What follows belongs to an exercise in optimizing a design on an open flow for small area and a short achievable clock period; a production flow would make more cautious choices.
Function was not checked in any run shown here: the RTL went through the layout flow alone.

==> flow/design.v, too long to show whole: its modules and the start of the top module <==
// module fixed: 16 lines
// module fir: 736 lines
// module add_sk_20: 87 lines
// module add_rip_13: 9 lines
// module add_rip_14: 9 lines
// module add_o16: 72 lines
// module add_f11: 42 lines
module fir (
input [15:0] signal,
input clk,
output [15:0] out,
output [15:0] f1,
output [31:0] f2,f3,f4,
output [15:0] fo1
);
  // ...
==> flow/flow/run.sh <==
#!/bin/bash
# The standard layout (the standard.sh); the ports are buffered by flow/ports.tcl
# instead of by ORFS's own buffer_ports call.
bash standard.sh DONT_BUFFER_PORTS=1 POST_GLOBAL_PLACE_TCL="$PWD/flow/ports.tcl" finish > standard.log 2>&1
==> flow/flow/ports.tcl <==
# Port buffering, run right after global placement in place of ORFS's own
# buffer_ports: every input but the clock gets a buf_4, every output a buf_1.
buffer_ports -inputs -buffer_cell sky130_fd_sc_hd__buf_4
buffer_ports -outputs -buffer_cell sky130_fd_sc_hd__buf_1
==> flow/standard.sh <==
#!/bin/bash
# synth_recipe.tcl (not shown) runs the flow's synth.tcl, then flattens the netlist and writes it again
# the make line also repeats each setting of config.mk as NAME=value (left out here)
make -C /OpenROAD-flow-scripts/flow DESIGN_CONFIG=/design/flow/config.mk WORK_HOME=/design/flow/orfs CLKGATE_MAP_FILE= SYNTH_SCRIPT=/design/flow/synth_recipe.tcl "${@:-finish}"
==> flow/config.mk <==
export PLATFORM = sky130hd
export DESIGN_NAME = fir
export DESIGN_NICKNAME = fir
export VERILOG_FILES = /design/flow/design.v
export SDC_FILE = /design/flow/constraint.sdc
export NUM_CORES = 4
export LEC_CHECK = 0
export ABC_AREA = 1
export CAP_MARGIN = 20
export CORE_MARGIN = 2
export CORE_UTILIZATION = 40
export CTS_CLUSTER_DIAMETER = 60
export CTS_CLUSTER_SIZE = 40
export SLEW_MARGIN = 20
export SYNTH_HIERARCHICAL = 1
==> flow/constraint.sdc <==
create_clock -name core_clock -period 30.0 [get_ports {clk}]
set_input_delay 6.0000 -clock core_clock [delete_from_list [all_inputs] [get_ports {clk}]]
set_output_delay 6.0000 -clock core_clock [all_outputs]
set_load 0.01 [all_outputs]
==> reports/summary.txt, run 1 <==
Multi-input gate count = 1263
Flops & latches, synth = 328
Std-Cell Rows = 85
Unrepaired setup endpoints after global routing = false
DR WL met3 = 1420 um
Post-synthesis mux area share = 0%
CTS max path bufs = 3
I/O pin total = 161
Max-Cap Viols = 0
Crit path required time = 24000 ps
DP Wirelength = 39800 um
Critical Path AT = 3390 ps
Largest regs = m45d (21), m11d (20), n (20)
Critical path depth in cells = 12
Number of vias per cell = 4.50
Status = timing/DRC/antenna clean
First-pass GRT wire length = 78800 um
Reg2reg start = m11d[0]
Port buffer count = 159
Worst slack, placed = 20430 ps
Gr busiest metal = met2
Fmax = 107 MHz
Worst-Margin Slew = 913 ps
Syn Inst Count = 2270
Final setup vio count = 0
Initial Utilization = 40.4%
Clkbuf count = 32
Yosys warns = 7
Top Family by Delay on Critical Path = adder cells
Die width = 237 um
Core area = 53700 um2
Reg clk slew, reported paths = 80 ps
Synth Area in Simple Gates = 11.7%
Total wire length = 47900 um
Post-synthesis compound-gate area fraction = 3.66%
Largest Register = m45d
Adder-Cell Fraction of Synth Area = 37.6%
==> run 2, diff against run 1 <==
--- a/flow/config.mk
+++ b/flow/config.mk
@@ -12,4 +12,3 @@
 export CTS_CLUSTER_DIAMETER = 60
 export CTS_CLUSTER_SIZE = 40
 export SLEW_MARGIN = 20
-export SYNTH_HIERARCHICAL = 1
==> run 2 against run 1 <==
Against the previous run: still clean; die area is 3.1% lower; largest cell class unchanged; flip-flop and latch count stayed put; worst hold slack better by 20 ps; fmax is 7.8% lower.
==> reports/summary.txt, run 2 <==
Drt pass-1 iters = 5
CTS max path bufs = 3 (unchanged)
Commonest non-fill, non-tap cell in the layout = inv_1
Met1 Usage GRT = 23.3%
Max-Cap Viols = 0 (unchanged)
Asr flop ratio synth = 0%
Port buffer count = 159 (unchanged)
Post-synth top cells = 503 x inv_1, 328 x dfxtp_1, 296 x nand2_1
Flops & latches, synth = 328 (unchanged)
DP Wirelength = 37700 um (-5.4%)
Clock latency (worst-skew pair) = 620 ps
Synth Flop Type = dfxtp_1
Reg clk slew, reported paths = 80 ps (about the same)
Worst-Margin Slew = 1060 ps (+144 ps)
# hold bufs at CTS = 0
Register area = 6570 um2
Area grow syn2layout = 11.2%
M3 GR Usage = 2.05%
Skew final = 25.2 ps
1st-iter DRT viols = 614
Largest Register = m45d
Netlist cell types = 62
Crit path required time = 24000 ps (about the same)
Height of the chip = 233 um
Slew Limit Fails = 0
Cell with the most instances after synthesis = inv_1
Post-route minimum period = 10180 ps
Vias in the first global route = 14500
Routed vias = 13800
Worst slack, placed = 19310 ps (-1120 ps)
Register area share after synthesis = 31.2%
Synth top area cells = dfxtp_1 31%, fa_1 22%, ha_1 12%
Initial antenna violation count = 0
Post_cts resized = 0
Syn_area_per_cell = 9.48 um2
Reg2Reg Depth = 35
Fin Setup TNS = 0 ps
R2R setup slack = 20440 ps
FF-to-FF End = v7[15]
Largest net degree at the start of global routing = 30
Residual DRC = 0
DIE AREA = 54400 um2
Final setup vio count = 0 (unchanged)
Largest fanout on the critical path = 7
Detail Route Antenna Nets = 0
Kind of end point of the critical path = output port
Routed wire length per instance = 14.9 um
Fmax = 98.3 MHz (-7.8%)
Syn Inst Count = 2217 (-2.3%)
Critical Path AT = 4180 ps (+790 ps)
Die width = 233 um (-1.6%)
Clk root buf = clkbuf_16
Yosys warns = 1 (-6)
Class of the worst hold path = flop to flop
Multi-input gate area = 12100 um2
Hold endpoint = v15[6]
Slew HR = 28.6%
Std-Cell Rows = 84 (-1.2%)
Setup Crit Path Kind = flop to output port
# H-tree levels = 1
Share of cells above drive strength 1 = 6.63%
Highest-count cells in the layout ignoring fill and taps = 503 x inv_1, 326 x dfxtp_1, 296 x nand2_1
CP Launch Type = flop
Largest regs = m45d (21), m11d (20), n (20)
Gr busiest metal = met2
Number of synthesized flops with an enable pin = 0
Largest register FFs = 21
Worst Slack Setup Final = 19820 ps
Num CTS Buffers = 31
Met2 Use GR = 30.7%
Hold Crit Start = ndh[7]
Cells on Worst Hold Path = 0
Unrepaired setup endpoints after global routing = false
Synth area leader = dfxtp_1
Hold Fails Final Rpt = 0
Status = timing/DRC/antenna clean
Number of vias per cell = 4.50 (-0.14%)
Core area = 52200 um2 (-2.7%)
GR Util All Layers = 17.8%
Overflow after GRT = 0
Crit share post-route = 33.9%
Reg2reg start = m11d[0]
CTS tree = done
Top cell type's share of synthesized area = 31.2%
Diodes inserted = 0
Clock sinks = 328
Setup bufs post-CTS = 0
Initial Utilization = 40.2% (-0.18 points)
I/O pin total = 161 (unchanged)
First-pass GRT wire length = 75700 um (-4.0%)
Post-synth design cell area = 21000 um2
Layout net count = 2802
# fillers = 4950
Total wire length = 45900 um (-4.3%)
## run 2: cell count changes after synthesis, sizes merged, moves of 11 or more
cell    previous run  this run
nand3            139        41
o21ai             17        54
o21bai            11        22
nor2              74       101
inv              622       514
xnor2             41        71
xor2              58       109
fa               287       226
nand2            290       320
## run 2: worst max-delay path by stage
stage | to | startpoint | slack, ps | cells after the start
after floorplan | n[17] | signal[12] | 20100 | 28
after global placement | n[16] | signal[11] | 19560 | 26
after detailed placement | n[17] | signal[12] | 19310 | 27
after CTS | out[14] | n[12] | 19760 | 22
after global routing | out[14] | n[12] | 19430 | 22
final | out[14] | n[12] | 19820 | 22
## run 2: worst max-delay path, cell delays in order, from the launching register on
cell and delay [ps]:
dfxtp_1 630, inv_1 180, fa_1 480, inv_1 100, nand3_1 70, nand2_1 120, nand3_1 80, nand2_1 130
a21oi_1 110, o21bai_1 410, nand3_1 120, nand2_1 120, a21oi_1 100, inv_1 60, a21oi_1 50, inv_1 70
nand2_1 50, inv_1 130, nor2_1 50, nor2_1 130, nor2_1 70, xor2_1 140, buf_1 160
## run 2: cell families (layout without fill, tap and decap cells)
family | Yosys count | in the layout | synth area share (%)
other | 1 | 1 | 0.0178
flip-flops | 328 | 328 | 31.2
multiplexers | 3 | 3 | 0.143
AO/OA/AOI/OAI | 200 | 200 | 5.86
AND/OR/NAND/NOR | 507 | 507 | 10.5
XOR/XNOR | 180 | 180 | 7.57
buffers and inverters | 571 | 737 | 11.2
adder cells (fa/ha/maj) | 427 | 427 | 33.5
## run 2: through the flow
stage	area, um2	hold WS (ps)	instances	utilization [%]
6_report	23400	414	3071	44.7
5_1_grt	23400	433	3071	44.7
4_1_cts	23400	417	3071	44.7
3_5_place_dp	22200	408	3013	42.4
3_3_place_gp	21500	404	2854	41.2
2_1_floorplan	21000	364	2217	-
## run 2: area by class of cell
| class | count | area share (%) |
|---|---|---|
| Tap cell | 688 | 3.68 |
| Multi-Input combinational cell | 1318 | 51.8 |
| Timing Repair Buffer | 165 | 3.00 |
| Clock buffer | 33 | 3.44 |
| Inverter | 514 | 8.26 |
| Clock inverter | 25 | 1.70 |
| Sequential cell | 328 | 28.1 |
## run 2: per-layer routing
metal	routed length, um	vias up	share of wire [%]
li1	-	6944	-
met1	21200	6596	46
met2	22000	201	48
met3	1380	72	3.0
met4	1320	0	2.9
met5	0	-	0

[afterwards: timing with drivers on the ports]
No port has a modelled driver above. Below, the same layouts with a new extraction and two added sets of constraints.
Step 1, drivers: a clkbuf_16 drives clk and a buf_2 each remaining input, both assumed.
Step 2 adds t to the input delays and takes it off the output delays; t is the mean of the earliest and latest rising clock arrival at the registers after step 1. Input paths then give back, and output paths get back, about the clock's delay inside the block.
Slacks: ideal ports / drivers / drivers and shift; pairs: ideal ports / drivers.
run | t, ns | setup WS [ns] | hold WS [ns] | worst register clock-pin slew, ns | cell pins on the clock port's net
run 1 | 0.659 | 20.614 / 20.559 / 20.404 | 0.394 / 0.394 / 0.394 | 0.09 / 0.09 | 1
run 2 | 0.663 | 19.822 / 19.763 / 19.270 | 0.414 / 0.414 / 0.414 | 0.09 / 0.09 | 1
After both steps setup and hold are still met in every run listed. For run 2, which loses most, drivers alone change the setup slack by -0.059 ns; drivers and shift together by -0.552 ns.
